From an optimization exercise on the open Yosys and OpenROAD flow, aimed at a short achievable clock period and few clock cycles; shortcuts taken in it are not production practice.
At most, simulation tests tie the RTL to the original design; equivalence was not proved.
Only the layout flow was run in run 1; the RTL was not checked for function there.
No activity file was given, so power comes from the tool's default toggle rates.

<file path="design/flow/design.v">
package definitions;
localparam logic [2:0] _CMP     = 3'b000;
localparam logic [2:0] _BRANCH  = 3'b001;
localparam logic [2:0] _LOAD    = 3'b010;
localparam logic [2:0] _STORE   = 3'b011;
localparam logic [2:0] _XOR     = 3'b100;
localparam logic [2:0] _ADD     = 3'b101;
localparam logic [2:0] _SUB     = 3'b110;
localparam logic [2:0] _LSHIFT  = 3'b111;
endpackage
import definitions::*;
module TopLevel(
	input Reset,    
          Clk,	    
	output logic Ack,	    
	output [9:0] InstAddr,
	input  [8:0] InstData,
	output [7:0] DataAddr,
	output [7:0] DataWrite,
	output       DataWriteEn,
	input  [7:0] DataRead
);
function automatic logic [8:0] padd8(input logic [7:0] a, input logic [7:0] b, input logic cin);
  logic [7:0] g, p, gg, pp, gn, pn;
  logic [8:0] c;
  g = a & b;
  p = a ^ b;
  gg = g; pp = p;
  for (int d = 1; d < 8; d = d * 2) begin
    gn = gg; pn = pp;
    for (int i = d; i < 8; i++) begin
      gn[i] = gg[i] | (pp[i] & gg[i-d]);
      pn[i] = pp[i] & pp[i-d];
    end
    gg = gn; pp = pn;
  end
  c[0] = cin;
  for (int i = 0; i < 8; i++) c[i+1] = gg[i] | (pp[i] & cin);
  padd8 = {c[8], p ^ c[7:0]};
endfunction
function automatic logic [9:0] pinc10(input logic [9:0] a);
  logic [9:0] r;
  for (int i = 0; i < 10; i++) r[i] = a[i] ^ (&(a | ~((10'd1 << i) - 10'd1)));
  pinc10 = r;
endfunction
function automatic logic ge7(input logic [6:0] a, input logic [6:0] b);
  logic [7:0] gt, eq, gt2, eq2;
  for (int i = 0; i < 7; i++) begin
    gt[i] = a[i] & ~b[i];
    eq[i] = ~(a[i] ^ b[i]);
  end
  gt[7] = 1'b0; eq[7] = 1'b1;
  for (int d = 1; d < 8; d = d * 2)
    for (int i = 0; i < 8; i += 2 * d) begin
      gt[i + 2*d - 1] = gt[i + 2*d - 1] | (eq[i + 2*d - 1] & gt[i + d - 1]);
      eq[i + 2*d - 1] = eq[i + 2*d - 1] & eq[i + d - 1];
    end
  ge7 = gt[7] | eq[7];
endfunction
logic [9:0] pc;
logic [7:0] rf [0:7];       
logic       isVal;          
logic       halted;
logic [7:0] valDest;        
logic [7:0] opA, opB, imm;
logic [7:0] shOH;           
logic       xAdd, xSub, xXor, xLsl, xRdx, xInc, xLd, xImm, xShift, xCmp, xSt;
logic [7:0] xWe;            
logic [7:0] daReg, dwReg;   
logic [7:0] resReg;
logic [7:0] rWe;
logic [7:0] curRf [0:7];
always_comb
  for (int i = 0; i < 8; i++) begin
    curRf[i] = rWe[i] ? resReg : rf[i];
    if (i == 7) curRf[i][7] = 1'b0;
  end
always_ff @(posedge Clk)
  for (int i = 0; i < 8; i++)
    if (Reset) rf[i] <= 8'd0;
    else       rf[i] <= curRf[i];
wire [7:0] sumAB  = padd8(opA, opB, 1'b0);
wire [7:0] diffAB = padd8(opA, ~opB, 1'b1);
wire [7:0] incB   = padd8(opB, 8'd0, 1'b1);
logic [7:0] lsl;
always_comb begin
  lsl = 8'd0;
  for (int j = 0; j < 8; j++)
    for (int k = 0; k <= j; k++)
      lsl[j] = lsl[j] | (shOH[k] & opA[j-k]);
end
wire [7:0] lfsr = {1'b0, curRf[7][5:0], ^(curRf[6][6:0] & curRf[7][6:0])};
wire [7:0] misc = ({8{xXor}}   & (opA ^ opB))
                | ({8{xLsl}}   & lsl)
                | ({8{xRdx}}   & {7'b0, ^opB})
                | ({8{xLd}}    & DataRead)
                | ({8{xImm}}   & imm)
                | ({8{xShift}} & lfsr);
wire [7:0] res  = ({8{xAdd}} & sumAB)
                | ({8{xSub}} & diffAB)
                | ({8{xInc}} & incB)
                | misc;
wire       fEx  = xCmp & (opA[7] ^ opB[7] ^ ge7(opA[6:0], opB[6:0]));
wire [8:0] w  = InstData;
wire [2:0] op = w[8:6];
wire [2:0] fa = w[5:3];
wire [2:0] fb = w[2:0];
wire       run = ~halted;
wire isBrGrp  = ~isVal & (op == _BRANCH);
wire isBr     = isBrGrp & (w[3:0] != 4'd0);
wire isHalt   = isBrGrp & (w[3:0] == 4'd0) & w[5];
wire isShift  = isBrGrp & (w[3:0] == 4'd0) & ~w[5];
wire isMov1   = ~isVal & (w[8:3] == 6'b111111);
wire isRdx    = ~isVal & (w[8:3] == 6'b111110);
wire isLslA   = ~isVal & (op == _LSHIFT) & (fa[2:1] != 2'b11);
wire isInc    = ~isVal & (op == _CMP) & (fa == 3'b111);
wire isLd     = ~isVal & (op == _LOAD);
wire isSt     = ~isVal & (op == _STORE);
wire isXor    = ~isVal & (op == _XOR);
wire isAdd    = ~isVal & (op == _ADD);
wire isSub    = ~isVal & (op == _SUB);
wire isCmpF   = (op == _CMP);        
wire [7:0] aOH = 8'd1 << fa;
wire [7:0] bOH = 8'd1 << fb;
wire [7:0] weD = isVal ? valDest
               : ({8{isLd | isXor | isAdd | isSub | isLslA}} & aOH)
               | ({8{isMov1 | isRdx | isInc}} & bOH)
               | {isShift, 7'b0};
wire [9:0] pcInc = pinc10(pc);
wire [8:0] loSum = padd8({3'b0, pc[4:0]}, {3'b0, w[4:0]}, 1'b0);
wire [4:0] hiP   = pinc10({5'b0, pc[9:5]});
wire [4:0] hiM   = ~pinc10({5'b0, ~pc[9:5]});
wire [4:0] hiBr  = (loSum[5] ^ w[4]) ? (w[4] ? hiM : hiP) : pc[9:5];
wire [9:0] pcBr  = {hiBr, loSum[4:0]};
wire [9:0] nextF0 = (isBr & ~w[5]) ? pcBr : pcInc;
wire [9:0] nextF1 = isBr ? pcBr : pcInc;
wire [9:0] pcNext = fEx ? nextF1 : nextF0;
wire fwdA  = xWe[fa];
wire fwdB  = xWe[fb];
wire fwdA7 = xWe[fa] & (fa != 3'd7);
wire fwdB7 = xWe[fb] & (fb != 3'd7);
wire [7:0] rfA = curRf[fa];
wire [7:0] rfB = curRf[fb];
wire [7:0] rdA = {fwdA7 ? res[7] : rfA[7], fwdA ? res[6:0] : rfA[6:0]};
wire [7:0] rdB = {fwdB7 ? res[7] : rfB[7], fwdB ? res[6:0] : rfB[6:0]};
always_ff @(posedge Clk) begin
  if (Reset) begin
    pc      <= 10'd0;
    isVal   <= 1'b0;
    halted  <= 1'b0;
    valDest <= 8'd0;
    {xAdd, xSub, xXor, xLsl, xRdx, xInc, xLd, xImm, xShift, xCmp, xSt} <= '0;
    xWe     <= 8'd0;
    rWe     <= 8'd0;
  end else begin
    pc      <= pcNext;
    isVal   <= run & isMov1;
    halted  <= halted | isHalt;
    valDest <= bOH;
    xAdd    <= run & isAdd;
    xSub    <= run & isSub;
    xXor    <= run & isXor;
    xLsl    <= run & (isLslA | isMov1);
    xRdx    <= run & isRdx;
    xInc    <= run & isInc;
    xLd     <= run & isLd;
    xImm    <= run & isVal;
    xShift  <= run & isShift;
    xCmp    <= run & isCmpF;
    xSt     <= run & isSt;
    xWe     <= {8{run}} & weD;
    rWe     <= xWe;
  end
  if (isLd | isSt) daReg <= rdB;
  if (isSt)         dwReg <= rdA;
  opA    <= rdA;
  opB    <= rdB;
  imm    <= w[7:0];
  shOH   <= bOH;
  resReg <= res;
end
assign InstAddr    = pc;
assign DataAddr    = daReg;
assign DataWrite   = dwReg;
assign DataWriteEn = xSt;
assign Ack         = halted;
endmodule
</file>
<file path="design/flow/run.sh">
#!/bin/bash
# synth_recipe.tcl (not shown) runs the flow's synth.tcl, then flattens the netlist and writes it again
# the make line also repeats each setting of config.mk as NAME=value (left out here)
make -C /OpenROAD-flow-scripts/flow DESIGN_CONFIG=/design/flow/config.mk WORK_HOME=/design/flow/orfs CLKGATE_MAP_FILE= SYNTH_SCRIPT=/design/flow/synth_recipe.tcl finish
</file>
<file path="design/flow/config.mk">
export PLATFORM = sky130hd
export DESIGN_NAME = TopLevel
export DESIGN_NICKNAME = TopLevel
export VERILOG_FILES = /design/flow/design.v
export SDC_FILE = /design/flow/constraint.sdc
export NUM_CORES = 4
export LEC_CHECK = 0
export ABC_CLOCK_PERIOD_IN_PS = 2000
export CAP_MARGIN = 20
export CORE_MARGIN = 2
export CORE_UTILIZATION = 40
export SETUP_SLACK_MARGIN = 2.3
export SLEW_MARGIN = 20
export TNS_END_PERCENT = 100
</file>
<file path="design/flow/constraint.sdc">
create_clock -name core_clock -period 4.2 [get_ports {Clk}]
set_input_delay 0.8400 -clock core_clock [delete_from_list [all_inputs] [get_ports {Clk}]]
set_output_delay 0.8400 -clock core_clock [all_outputs]
set_load 0.01 [all_outputs]
</file>
==> qor.txt, run 1 <==
fin area = 11410 sq um
WHS Endpoint = xWe[0]$_SDFF_PP0_
drt initial violations = 641
cts hold-fix bufs = 0
FF-to-FF End = pc[9]$_SDFF_PP0_
nets@finish = 1089
Worst EP required = 4560 ps
Worst Skew = 13.12 ps
DR WL/cell = 21.00 um
largest net degree at the start of global routing = 63
core box area = 21150 sq um
HP Class = flip-flop to flip-flop
Worst-Margin Slew = 816.8 ps
Cell Pwr Density = 359.0 nW/um^2
dpl hpwl = 18.86 mm
worst vdd ir = 0.2344 mV
CTS sink count = 166
WL final = 27.83 mm
synth warn = 3
Clock Power Share = 38.1%
DR pass1 iterations = 5
first-pass GRT wire length = 41.77 mm
Post-Syn Area = 8651 sq um
CTS buffer count = 17
I/O Buffers = 46
die area = 22820 sq um
initial antenna violation count = 0
ys flop type = dfxtp_1
Final setup viols = 0
clk buf depth = 2
Pleak = 4.415 nW
CP bufs+invs = 4
syn_nets = 995
TritonCTS clock tree = yes
Reg clk slew, reported paths = 70 ps
flop-to-flop setup slack = 1740 ps
DRC = 0
Final Hold Fails = 0
Fin Setup TNS = 0 ps
Seq cells post-synth = 166
sequential element share of the synthesized area = 40.27%
FILL cells = 1834
Combinational Power Share = 19.1%
sequential power share = 42.8%
cells along the critical path = inv_2, ha_4, buf_4, buf_6, a21o_1, a31o_4, nor4_4, nor3_4, buf_12, or4_4, o211ai_1
number of synthesized flops with an enable pin = 16
H-tree Lvls = 4
reg2reg start = opB[6]$_DFF_P_
sw frac = 29.97%
Starting Density = 40.89%
total track usage = 24.33%
# diodes = 0
Ports = 47
Die W = 151.1 um
PnR Total Power = 4.096 mW
synthesized area per cell = 9.174 sq um
post-synthesis mux area share = 12.63%
async set-reset flop share out of synthesis = 0%
die height = 151.1 um
MaxCap Viol Count = 0
vias = 7709
crit start category = flip-flop
post-synthesis xor/xnor area fraction = 2.849%
Via density = 5.818
maximum fanout along the worst path = 6
slowest CP cell = or4_4
placed inst area = 9371 sq um
Hold Startpoint = valDest[0]$_SDFF_PP0_
Setup crit end kind = flip-flop
fin crit share = 58.45%
Reg2Reg Depth = 11
Synth Instances = 943
status = finished clean
Post-Place Worst Slack = 669.6 ps
CP top delay family = simple AND/OR/NAND/NOR gates
GRT overflow = 0
internal power = 2.869 mW
crit path DAT = 2820 ps
Synth Area in Compound Gates = 18.01%
Fmax = 407.3 MHz
Layout area overhead = 31.91%
antenna-violating nets left = 0
CTS Root Cell = clkbuf_16
Hold Path Depth = 2
worst hold slack = 447.9 ps
final worst slack = 1745 ps
largest family of logic cells by synthesized area = compound AO/OA/AOI/OAI gates
Post-Synth Simple-Gate Area = 16.01%
Adder-Cell Fraction of Synth Area = 4.946%
share of post-route cells with drive strength above 1 = 32.57%
Yosys cell types = 75
RSZ-0062 raised after global routing = yes
Slew Viols, Final = 0
max incr delay on CP = 510 ps
vias in the first global route = 7142
GP Congestion = 0.9344
Tmin final = 2455 ps
Setup CP Type = flip-flop to flip-flop
clock latency on the worst-skew pair = 440 ps
Slew headroom = 45.47%
Net Sw Power = 1.228 mW
num rows = 53
worst min-delay path: cells and delay by family, from the launching register on:
family          cells  cell delay (ps)
flops               1              300
compound gates      1               50
simple gates        1               50
worst max-delay path by stage:
| stage | from | endpoint | slack [ps] | cells after the start |
|---|---|---|---|---|
| final | opB[6]$_DFF_P_ | pc[9]$_SDFF_PP0_ | 1740 | 11 |
| after global routing | opB[6]$_DFF_P_ | dwReg[6]$_DFFE_PP_ | 1660 | 8 |
| after CTS | opB[6]$_DFF_P_ | dwReg[6]$_DFFE_PP_ | 1740 | 8 |
| after detailed placement | InstData[0] | pc[9]$_SDFF_PP0_ | 670 | 8 |
| after global placement | opB[3]$_DFF_P_ | dwReg[7]$_DFFE_PP_ | 730 | 8 |
| after floorplan | InstData[3] | pc[2]$_SDFF_PP0_ | 1710 | 8 |
synthesized netlist by cell type (all sizes together) (4+ instances only):
library cell	n	area [sq um]
a211oi	12	90.09
a221o	4	40.04
a2111oi	5	43.79
a21o	9	67.56
nor2b	22	137.6
nand3	12	60.06
clkbuf	49	185.2
o21a	6	45.04
dfxtp	150	3003
or4	4	33.78
a22oi	21	157.7
inv	41	153.9
nand2b	12	75.07
or3	5	31.28
a32oi	5	43.79
o22ai	19	118.9
ha	31	387.9
a221oi	8	76.32
mux4	5	112.6
nor2	124	465.5
xnor2	18	157.7
a222oi	11	110.1
nor3	24	125.1
xor2	5	43.79
nor3b	8	60.06
a21oi	42	214.0
nand2	46	175.2
o221ai	6	52.55
or2	5	31.28
mux2i	84	844.6
and3	4	25.02
o21ai	25	125.1
edfxtp	16	480.5
mux2	12	135.1
o311ai	4	35.03
nor4	9	62.56
buf	23	118.9
o211ai	10	75.07
o22a	5	43.79
nand4	4	25.02
power groups by stage:
stage	Sequential [mW]	Combinational (mW)	Clock (mW)
floorplan	1.73	0.418	0
global placement	1.79	0.531	0
detailed placement	1.78	0.532	0
CTS	1.75	0.679	1.58
global route	1.76	0.834	1.65
finish	1.75	0.782	1.56
per-layer routing:
layer  track usage (%)  vias to the layer above  part of all wire [%]
li1                  -                     3618                     -
met1             33.79                     3718                    45
met2             37.45                      313                    45
met3             3.825                       60                   6.1
met4             10.70                        0                   3.6
met5                 0                        -                     0
sequential cells by signal, summed over array words and instances (netlist names), 8 cells and up:
register / cells
shOH: 8
daReg: 8
rWe: 8
opA: 8
pc: 10
rf: 63
imm: 8
resReg: 8
xWe: 8
valDest: 8
dwReg: 8
opB: 8
cell usage in the layout, fill, tap and decap left out, types with 11 or more instances in the layout:
master / count
nand2_1: 41
mux2i_1: 73
nor3_1: 18
inv_1: 25
buf_6: 18
nor2b_1: 21
o21ai_0: 14
a222oi_1: 11
a22oi_1: 20
dfxtp_4: 23
xnor2_1: 18
dfxtp_2: 12
o22ai_1: 18
ha_4: 14
ha_1: 15
a21oi_1: 31
inv_2: 11
nor2_1: 119
clkbuf_16: 18
buf_4: 77
a211oi_1: 11
dfxtp_1: 115
edfxtp_1: 16
buf_2: 12
kinds of logic after synthesis:
logic type,count (synthesis)
AO/OA/AOI/OAI,218
flip-flops,166
AND/OR/NAND/NOR,287
buffers and inverters,113
adder cells (fa/ha/maj),33
XOR/XNOR,25
multiplexers,101
final cells by class:
| cell class | count | area (sq um) | share of cell area (%) |
|---|---|---|---|
| clock buffers | 17 | 425.4 | 3.728 |
| flip-flops and latches | 166 | 3585 | 31.41 |
| inverters | 41 | 171.4 | 1.502 |
| multi-input cells | 665 | 5411 | 47.42 |
| repair buffers | 146 | 1313 | 11.50 |
| clock inverters | 15 | 161.4 | 1.414 |
| well taps | 275 | 344.1 | 3.015 |
what timing repair did:
| item | in CTS | in global routing |
|---|---|---|
| setup endpoints to repair | 123 | 79 |
| resized for setup | 272 | 91 |
| cloned | 2 | 1 |
| buffers inserted | 52 | 34 |
| pin swaps | 38 | 34 |
through the flow:
| step | util (%) | cells |
|---|---|---|
| final | 53.94 | 1325 |
| after global routing | 53.94 | 1325 |
| after CTS | 51.77 | 1290 |
| after detailed placement | 44.30 | 1204 |
| after global placement | 44.30 | 1204 |
| after floorplan | - | 943 |
==> run 2, diff against run 1 <==
--- a/design/flow/design.v
+++ b/design/flow/design.v
@@ -66,7 +66,6 @@
 logic [7:0] shOH;           
 logic       xAdd, xSub, xXor, xLsl, xRdx, xInc, xLd, xImm, xShift, xCmp, xSt;
 logic [7:0] xWe;            
-logic [7:0] daReg, dwReg;   
 logic [7:0] resReg;
 logic [7:0] rWe;
 logic [7:0] curRf [0:7];
@@ -171,8 +170,6 @@
     xWe     <= {8{run}} & weD;
     rWe     <= xWe;
   end
-  if (isLd | isSt) daReg <= rdB;
-  if (isSt)         dwReg <= rdA;
   opA    <= rdA;
   opB    <= rdB;
   imm    <= w[7:0];
@@ -180,8 +177,8 @@
   resReg <= res;
 end
 assign InstAddr    = pc;
-assign DataAddr    = daReg;
-assign DataWrite   = dwReg;
+assign DataAddr    = opB;
+assign DataWrite   = opA;
 assign DataWriteEn = xSt;
 assign Ack         = halted;
 endmodule
==> design/flow/flow/run.sh (new file) <==
#!/bin/bash
# Standard layout, run through the standard.sh; output logged here.
bash standard.sh > standard.log 2>&1
==> design/flow/standard.sh (new file) <==
#!/bin/bash
# synth_recipe.tcl (not shown) runs the flow's synth.tcl, then flattens the netlist and writes it again
# the make line also repeats each setting of config.mk as NAME=value (left out here)
make -C /OpenROAD-flow-scripts/flow DESIGN_CONFIG=/design/flow/config.mk WORK_HOME=/design/flow/orfs CLKGATE_MAP_FILE= SYNTH_SCRIPT=/design/flow/synth_recipe.tcl "${@:-finish}"
removed: design/flow/run.sh
==> run 2 against run 1 <==
Total power down 5.9%. Routed wire length rose by 3.3%. Clock skew decreased by 6.8 ps. Sequential power shrank 9.7%. Critical endpoint is now pc[5]$_SDFF_PP0_. Die area down 3.6%. Synthesized cell count rose by 0.53%. Maximum frequency up 5.9%.
==> qor.txt, run 2 <==
# diodes = 0 (unchanged)
initial antenna violation count = 0 (unchanged)
commonest cells after routing, fill and taps aside = nor2_1 (123), dfxtp_1 (113), buf_4 (78)
antenna-violating nets left = 0 (unchanged)
max incr delay on CP = 410 ps (-100 ps)
MaxCap Viol Count = 0 (unchanged)
Seq cells post-synth = 150 (-9.6%)
vias in the first global route = 7650 (+7.1%)
CTS buffer count = 17 (unchanged)
nets@finish = 1110 (+1.9%)
num rows = 52 (-1.9%)
Worst-Margin Slew = 662.7 ps (-154.2 ps)
synthesized area per cell = 8.785 sq um (-4.2%)
Final setup viols = 0 (unchanged)
Fin Setup TNS = 0 ps (unchanged)
Reg clk slew, reported paths = 60 ps (about the same)
slowest CP cell = or4_4
largest net degree at the start of global routing = 99 (+57%)
syn_nets = 1000 (+0.50%)
Starting Density = 40.89% (about the same)
Die W = 148.3 um (-1.8%)
cell taking the most area after synthesis = dfxtp_1
Worst EP required = 4550 ps (about the same)
TritonCTS clock tree = yes
vias = 7933 (+2.9%)
fin crit share = 55.20% (-3.3 points)
core box area = 20360 sq um (-3.7%)
status = finished clean
worst vdd ir = 0.3017 mV (+29%)
first-pass GRT wire length = 44.52 mm (+6.6%)
ys flop type = dfxtp_1
async set-reset flop share out of synthesis = 0% (unchanged)
Fmax = 431.3 MHz (+5.9%)
crit start category = flip-flop
CP bufs+invs = 2 (-2)
Via density = 5.916 (+1.7%)
CTS Root Cell = clkbuf_16
CTS sink count = 150 (-9.6%)
share of post-route cells with drive strength above 1 = 33.99% (+1.4 points)
Post-Syn Area = 8328 sq um (-3.7%)
Pleak = 4.422 nW (+0.15%)
H-tree Lvls = 4 (unchanged)
clk buf depth = 2 (unchanged)
WL final = 28.74 mm (+3.3%)
I/O Buffers = 46 (unchanged)
most frequent cell after synthesis = dfxtp_1
cells along the critical path = inv_2, ha_4, a21o_4, a31o_4, nor4_4, nor3_4, buf_6, or4_4, o211ai_1
Slew headroom = 55.82% (+10 points)
DR WL/cell = 21.43 um (+2.1%)
RSZ-0062 raised after global routing = yes
GRT overflow = 0 (unchanged)
DR pass1 iterations = 5 (unchanged)
Area contributors post-synth = dfxtp_1 (36%), mux2i_1 (9.1%), nor2_1 (5.9%)
drt initial violations = 754 (+18%)
crit path DAT = 2670 ps (-150 ps)
Yosys top cell area share = 36.06% (+1.3 points)
total track usage = 26.30% (+2.0 points)
Slew Viols, Final = 0 (unchanged)
CP top delay family = simple AND/OR/NAND/NOR gates
Cell Pwr Density = 341.9 nW/um^2 (-4.8%)
number of synthesized flops with an enable pin = 0 (-16)
Tmin final = 2318 ps (-136.6 ps)
Layout area overhead = 35.35%
largest registers = rf (63), pc (10)
Largest register FFs = 63 (unchanged)
die area = 21990 sq um (-3.6%)
commonest cells in the netlist = dfxtp_1 (150), nor2_1 (130), mux2i_1 (76), nand2_1 (58), inv_1 (42)
Setup crit end kind = flip-flop
die height = 148.3 um (-1.8%)
Setup CP Type = flip-flop to flip-flop
Worst Skew = 6.358 ps (-6.764 ps)
Synth Instances = 948 (+0.53%)
dpl hpwl = 18.57 mm (-1.5%)
clock latency on the worst-skew pair = 430 ps (about the same)
cts hold-fix bufs = 0 (unchanged)
synth warn = 3 (unchanged)
Reg with most FFs = rf
maximum fanout along the worst path = 8 (+2)
Yosys cell types = 81 (+8.0%)
Ports = 47 (unchanged)
GP Congestion = 0.8984 (-3.9%)
HP Class = flip-flop to flip-flop
commonest non-fill, non-tap cell in the layout = nor2_1
sequential element share of the synthesized area = 36.06% (-4.2 points)
worst hold slack = 486.5 ps (+38.60 ps)
DRC = 0 (unchanged)
Final Hold Fails = 0 (unchanged)
[run 2: cell count changes in the layout (fill, tap and decap cells not counted), sizes merged, moves of 5 or more]
cell    before  now
o32ai        1    6
mux2i       84   78
edfxtp      16    0
nor2       125  130
buf        117  134
a221oi       8   15
a22oi       21   11
nor3        24   30
nand2       46   58
nand3       12   17
nor2b       22   16
[run 2: cell type report]
cell class / instances / area [sq um]
inverter: 43 / 181.4
clock buffer: 17 / 425.4
timing repair buffer: 163 / 1594
multi-input combinational: 683 / 5505
clock inverter: 15 / 118.9
sequential: 150 / 3109
fill: 1823 / 9092
tap: 270 / 337.8
[run 2: power by group]
group          internal (mW)  switching, mW  total (mW)  leakage [nW]
Combinational          0.423          0.431       0.854          2.93
Clock                  0.765          0.656        1.42         0.254
Sequential              1.47          0.106        1.58          1.24
Total                   2.66           1.19        3.85          4.42
[run 2: cell families (layout without fill, tap and decap cells)]
| family | count (synthesis) | in the layout | synth area share [%] |
|---|---|---|---|
| simple gates | 307 | 307 | 17.52 |
| compound gates | 217 | 217 | 18.90 |
| flops | 150 | 150 | 36.06 |
| buf+inv | 115 | 238 | 5.829 |
| mux | 100 | 100 | 13.49 |
| fa+ha+maj | 33 | 33 | 5.138 |
| xor+xnor | 26 | 26 | 3.065 |
[run 2: metal layers]
layer | share of wire [%] | vias to the layer above | track usage (%)
met2 | 45 | 372 | 40.79
met5 | 0 | - | 0
met3 | 6.9 | 82 | 4.233
met4 | 4.1 | 0 | 12.10
met1 | 44 | 3809 | 36.04
li1 | - | 3670 | -
[run 2: path summary, 6_finish.rpt]
kind	from	endpoint	slack [ps]	cells past startpoint
setup / recovery	opB[4]$_DFF_P_	pc[5]$_SDFF_PP0_	1880	9
hold / removal	xWe[4]$_SDFF_PP0_	rWe[4]$_SDFF_PP0_	490	1
setup reg to reg	opB[4]$_DFF_P_	pc[5]$_SDFF_PP0_	1880	9
hold reg to reg	xWe[4]$_SDFF_PP0_	rWe[4]$_SDFF_PP0_	490	1
[run 2: timing repair]
item,4_1_cts,5_1_grt
setup endpoints to repair,91,53
setup buffers,74,21
cloned,4,0
pin swaps,59,43
gates resized for setup,292,61
[run 2: stage by stage]
| stage | instance area [sq um] | power, mW | util [%] | cells | worst slack (ps) |
|---|---|---|---|---|---|
| after floorplan | 8566 | 1.993 | - | 948 | 1769 |
| after global placement | 9109 | 2.196 | 44.73 | 1210 | 841.1 |
| after detailed placement | 9109 | 2.192 | 44.73 | 1210 | 843.6 |
| after CTS | 10970 | 3.782 | 53.86 | 1320 | 1928 |
| after global routing | 11270 | 3.979 | 55.35 | 1341 | 1826 |
| final | 11270 | 3.854 | 55.35 | 1341 | 1882 |
Testbench counts of run 2, summed over its fixed seeds: cycles 71,357.
==> run 3, diff against run 2 <==
==> design/flow/run.sh (new file) <==
#!/bin/bash
# synth_recipe.tcl (not shown) runs the flow's synth.tcl, then flattens the netlist and writes it again
# the make line also repeats each setting of config.mk as NAME=value (left out here)
make -C /OpenROAD-flow-scripts/flow DESIGN_CONFIG=/design/flow/config.mk WORK_HOME=/design/flow/orfs CLKGATE_MAP_FILE= SYNTH_SCRIPT=/design/flow/synth_recipe.tcl finish
removed: design/flow/flow/run.sh
removed: design/flow/standard.sh
==> run 3 against run 2 <==
Still clean on timing, DRC and antenna. Maximum frequency unchanged. Global-route usage is the same. Synthesized cell count unchanged. Design area stayed put. Sequential share of layout area unchanged. Register-to-register slack barely moved. Non-clock buffer count unchanged. Routed wire length stayed put. Setup slack did not move. First-iteration DRC count unchanged. Flip-flop and latch count unchanged.
==> qor.txt, run 3 <==
sw frac = 30.95% (unchanged)
Worst Skew = 6.358 ps (unchanged)
Slew headroom = 55.82% (unchanged)
Seq cells post-synth = 150 (unchanged)
Fin Setup TNS = 0 ps (unchanged)
WL final = 28.74 mm (unchanged)
cts hold-fix bufs = 0 (unchanged)
ys flop type = dfxtp_1
FF-to-FF End = pc[5]$_SDFF_PP0_
CTS sink count = 150 (unchanged)
Tmin final = 2318 ps (unchanged)
antenna-violating nets left = 0 (unchanged)
dpl hpwl = 18.57 mm (unchanged)
synthesized area per cell = 8.785 sq um (unchanged)
Final setup viols = 0 (unchanged)
HP Class = flip-flop to flip-flop
DR WL/cell = 21.43 um (unchanged)
Largest register FFs = 63 (unchanged)
Fmax = 431.3 MHz (unchanged)
WHS Endpoint = rWe[4]$_SDFF_PP0_
Worst-Margin Slew = 662.7 ps (unchanged)
Worst EP required = 4550 ps (about the same)
crit start category = flip-flop
num rows = 52 (unchanged)
largest net degree at the start of global routing = 99 (unchanged)
number of synthesized flops with an enable pin = 0 (unchanged)
largest registers = rf (63), pc (10)
core box area = 20360 sq um (unchanged)
CTS Root Cell = clkbuf_16
Clock Power Share = 36.9% (about the same)
H-tree Lvls = 4 (unchanged)
final worst slack = 1882 ps (unchanged)
DRC = 0 (unchanged)
flop-to-flop setup slack = 1880 ps (about the same)
Hold Path Depth = 1 (unchanged)
commonest cells in the netlist = dfxtp_1 (150), nor2_1 (130), mux2i_1 (76), nand2_1 (58), inv_1 (42)
Final Hold Fails = 0 (unchanged)
Starting Density = 40.89% (unchanged)
async set-reset flop share out of synthesis = 0% (unchanged)
Reg with most FFs = rf
crit path DAT = 2670 ps (about the same)
nets@finish = 1110 (unchanged)
I/O Buffers = 46 (unchanged)
DR pass1 iterations = 5 (unchanged)
CTS buffer count = 17 (unchanged)
commonest cells after routing, fill and taps aside = nor2_1 (123), dfxtp_1 (113), buf_4 (78)
GP Congestion = 0.8984 (unchanged)
first-pass GRT wire length = 44.52 mm (unchanged)
RSZ-0062 raised after global routing = yes
Area contributors post-synth = dfxtp_1 (36%), mux2i_1 (9.1%), nor2_1 (5.9%)
clk buf depth = 2 (unchanged)
die height = 148.3 um (unchanged)
Yosys cell types = 81 (unchanged)
share of post-route cells with drive strength above 1 = 33.99% (unchanged)
Reg2Reg Depth = 9 (unchanged)
Ports = 47 (unchanged)
commonest non-fill, non-tap cell in the layout = nor2_1
Synth Instances = 948 (unchanged)
Cell Pwr Density = 341.9 nW/um^2 (unchanged)
fin crit share = 55.20% (unchanged)
syn_nets = 1000 (unchanged)
die area = 21990 sq um (unchanged)
vias = 7933 (unchanged)
maximum fanout along the worst path = 8 (unchanged)
Yosys top cell area share = 36.06% (unchanged)
Die W = 148.3 um (unchanged)
PnR Total Power = 3.854 mW (unchanged)
MaxCap Viol Count = 0 (unchanged)
Setup CP Type = flip-flop to flip-flop
TritonCTS clock tree = yes
Worst Setup SP = opB[4]$_DFF_P_
Pleak = 4.422 nW (unchanged)
Combinational Power Share = 22.2% (about the same)
initial antenna violation count = 0 (unchanged)
cell taking the most area after synthesis = dfxtp_1
Reg clk slew, reported paths = 60 ps (about the same)
Post-Place Worst Slack = 843.6 ps (unchanged)
GRT overflow = 0 (unchanged)
internal power = 2.661 mW (unchanged)
Slew Viols, Final = 0 (unchanged)
# diodes = 0 (unchanged)
most frequent cell after synthesis = dfxtp_1
Net Sw Power = 1.193 mW (unchanged)
clock latency on the worst-skew pair = 430 ps (about the same)
status = finished clean
Setup crit end kind = flip-flop
Via density = 5.916 (unchanged)
total track usage = 26.30% (unchanged)
sequential element share of the synthesized area = 36.06% (unchanged)
synth warn = 3 (unchanged)
Layout area overhead = 35.35% (unchanged)
worst vdd ir = 0.3017 mV (unchanged)
drt initial violations = 754 (unchanged)
Hold Startpoint = xWe[4]$_SDFF_PP0_
vias in the first global route = 7650 (unchanged)
reg2reg start = opB[4]$_DFF_P_
sequential power share = 41.0% (about the same)
Post-Syn Area = 8328 sq um (unchanged)
## run 3: cell counts after synthesis
Identical to the previous run, type by type.
## run 3: logic make-up (layout without fill, tap and decap cells)
family	Yosys count	after routing	synth area share, %
flops	150	150	36.06
mux	100	100	13.49
compound gates	217	217	18.90
buf+inv	115	238	5.829
fa+ha+maj	33	33	5.138
simple gates	307	307	17.52
xor+xnor	26	26	3.065
## run 3: power groups by stage
stage	Clock, mW	Sequential [mW]	Combinational, mW
finish	1.42	1.58	0.854
global placement	0	1.62	0.576
detailed placement	0	1.62	0.575
CTS	1.44	1.57	0.772
global route	1.48	1.58	0.912
floorplan	0	1.56	0.436
## run 3: metal layers
metal / wire, um / global-route usage (%)
met5: 0 / 0
met4: 1175 / 12.10
met3: 1986 / 4.233
met2: 12830 / 40.79
met1: 12750 / 36.04
## run 3: layout make-up
class,instances,area (sq um)
sequential,150,3109
inverter,43,181.4
timing repair buffer,163,1594
clock buffer,17,425.4
fill,1823,9092
tap,270,337.8
multi-input combinational,683,5505
clock inverter,15,118.9
## run 3: worst max-delay path: stages, from the launching register on
cell and delay (ps):
dfxtp_4 380, inv_2 50, ha_4 230, a21o_4 220
a31o_4 270, nor4_4 340, nor3_4 80, buf_6 150
or4_4 410, o211ai_1 100
## run 3: how the worst max path moves through the flow
| stage | slack, ps | depth (start not counted) | end |
|---|---|---|---|
| after floorplan | 1770 | 8 | pc[4]$_SDFF_PP0_ |
| after global placement | 840 | 8 | pc[9]$_SDFF_PP0_ |
| after detailed placement | 840 | 8 | pc[9]$_SDFF_PP0_ |
| after CTS | 1930 | 8 | pc[5]$_SDFF_PP0_ |
| after global routing | 1830 | 9 | pc[5]$_SDFF_PP0_ |
| final | 1880 | 9 | pc[5]$_SDFF_PP0_ |
## run 3: timing repair
item / 4_1_cts / 5_1_grt
cloned: 4 / 0
setup buffers: 74 / 21
pin swaps: 59 / 43
gates resized for setup: 292 / 61
endpoints found under the setup margin: 91 / 53
## run 3: metrics by stage
stage / hold WS, ps / cell area (sq um) / cells / util (%)
floorplan: 433.2 / 8566 / 948 / -
global placement: 463.5 / 9109 / 1210 / 44.73
detailed placement: 462.2 / 9109 / 1210 / 44.73
CTS: 478.0 / 10970 / 1320 / 53.86
global route: 497.5 / 11270 / 1341 / 55.35
finish: 486.5 / 11270 / 1341 / 55.35

==> re-timing with driven ports <==
The results above use ideal ports. As a check the final layouts listed here were re-extracted and re-timed, cells and wires unchanged.
Step 1: set_driving_cell puts a clkbuf_16 on Clk and a buf_2 on each other input, an assumption about the parent block.
Step 2, shift: input delay + t, output delay - t, t = (earliest + latest rising clock arrival at the registers) / 2. This alone moves slack from input paths to output paths.
Three values: ideal ports, drivers, drivers and shift; two values: the first two.
run	t (ns)	slack for setup (ns)	hold slack, ns	clock arrival spread, ns	pins driven straight from the clock port
run 1	0.476	1.745 / 1.745 / 1.327	0.448 / 0.448 / 0.448	0.015 / 0.015	1
run 2	0.477	1.882 / 1.882 / 1.454	0.487 / 0.487 / 0.487	0.007 / 0.007	1
run 3	0.477	1.882 / 1.882 / 1.454	0.487 / 0.487 / 0.487	0.007 / 0.007	1
After both steps setup and hold are still met in every run listed.
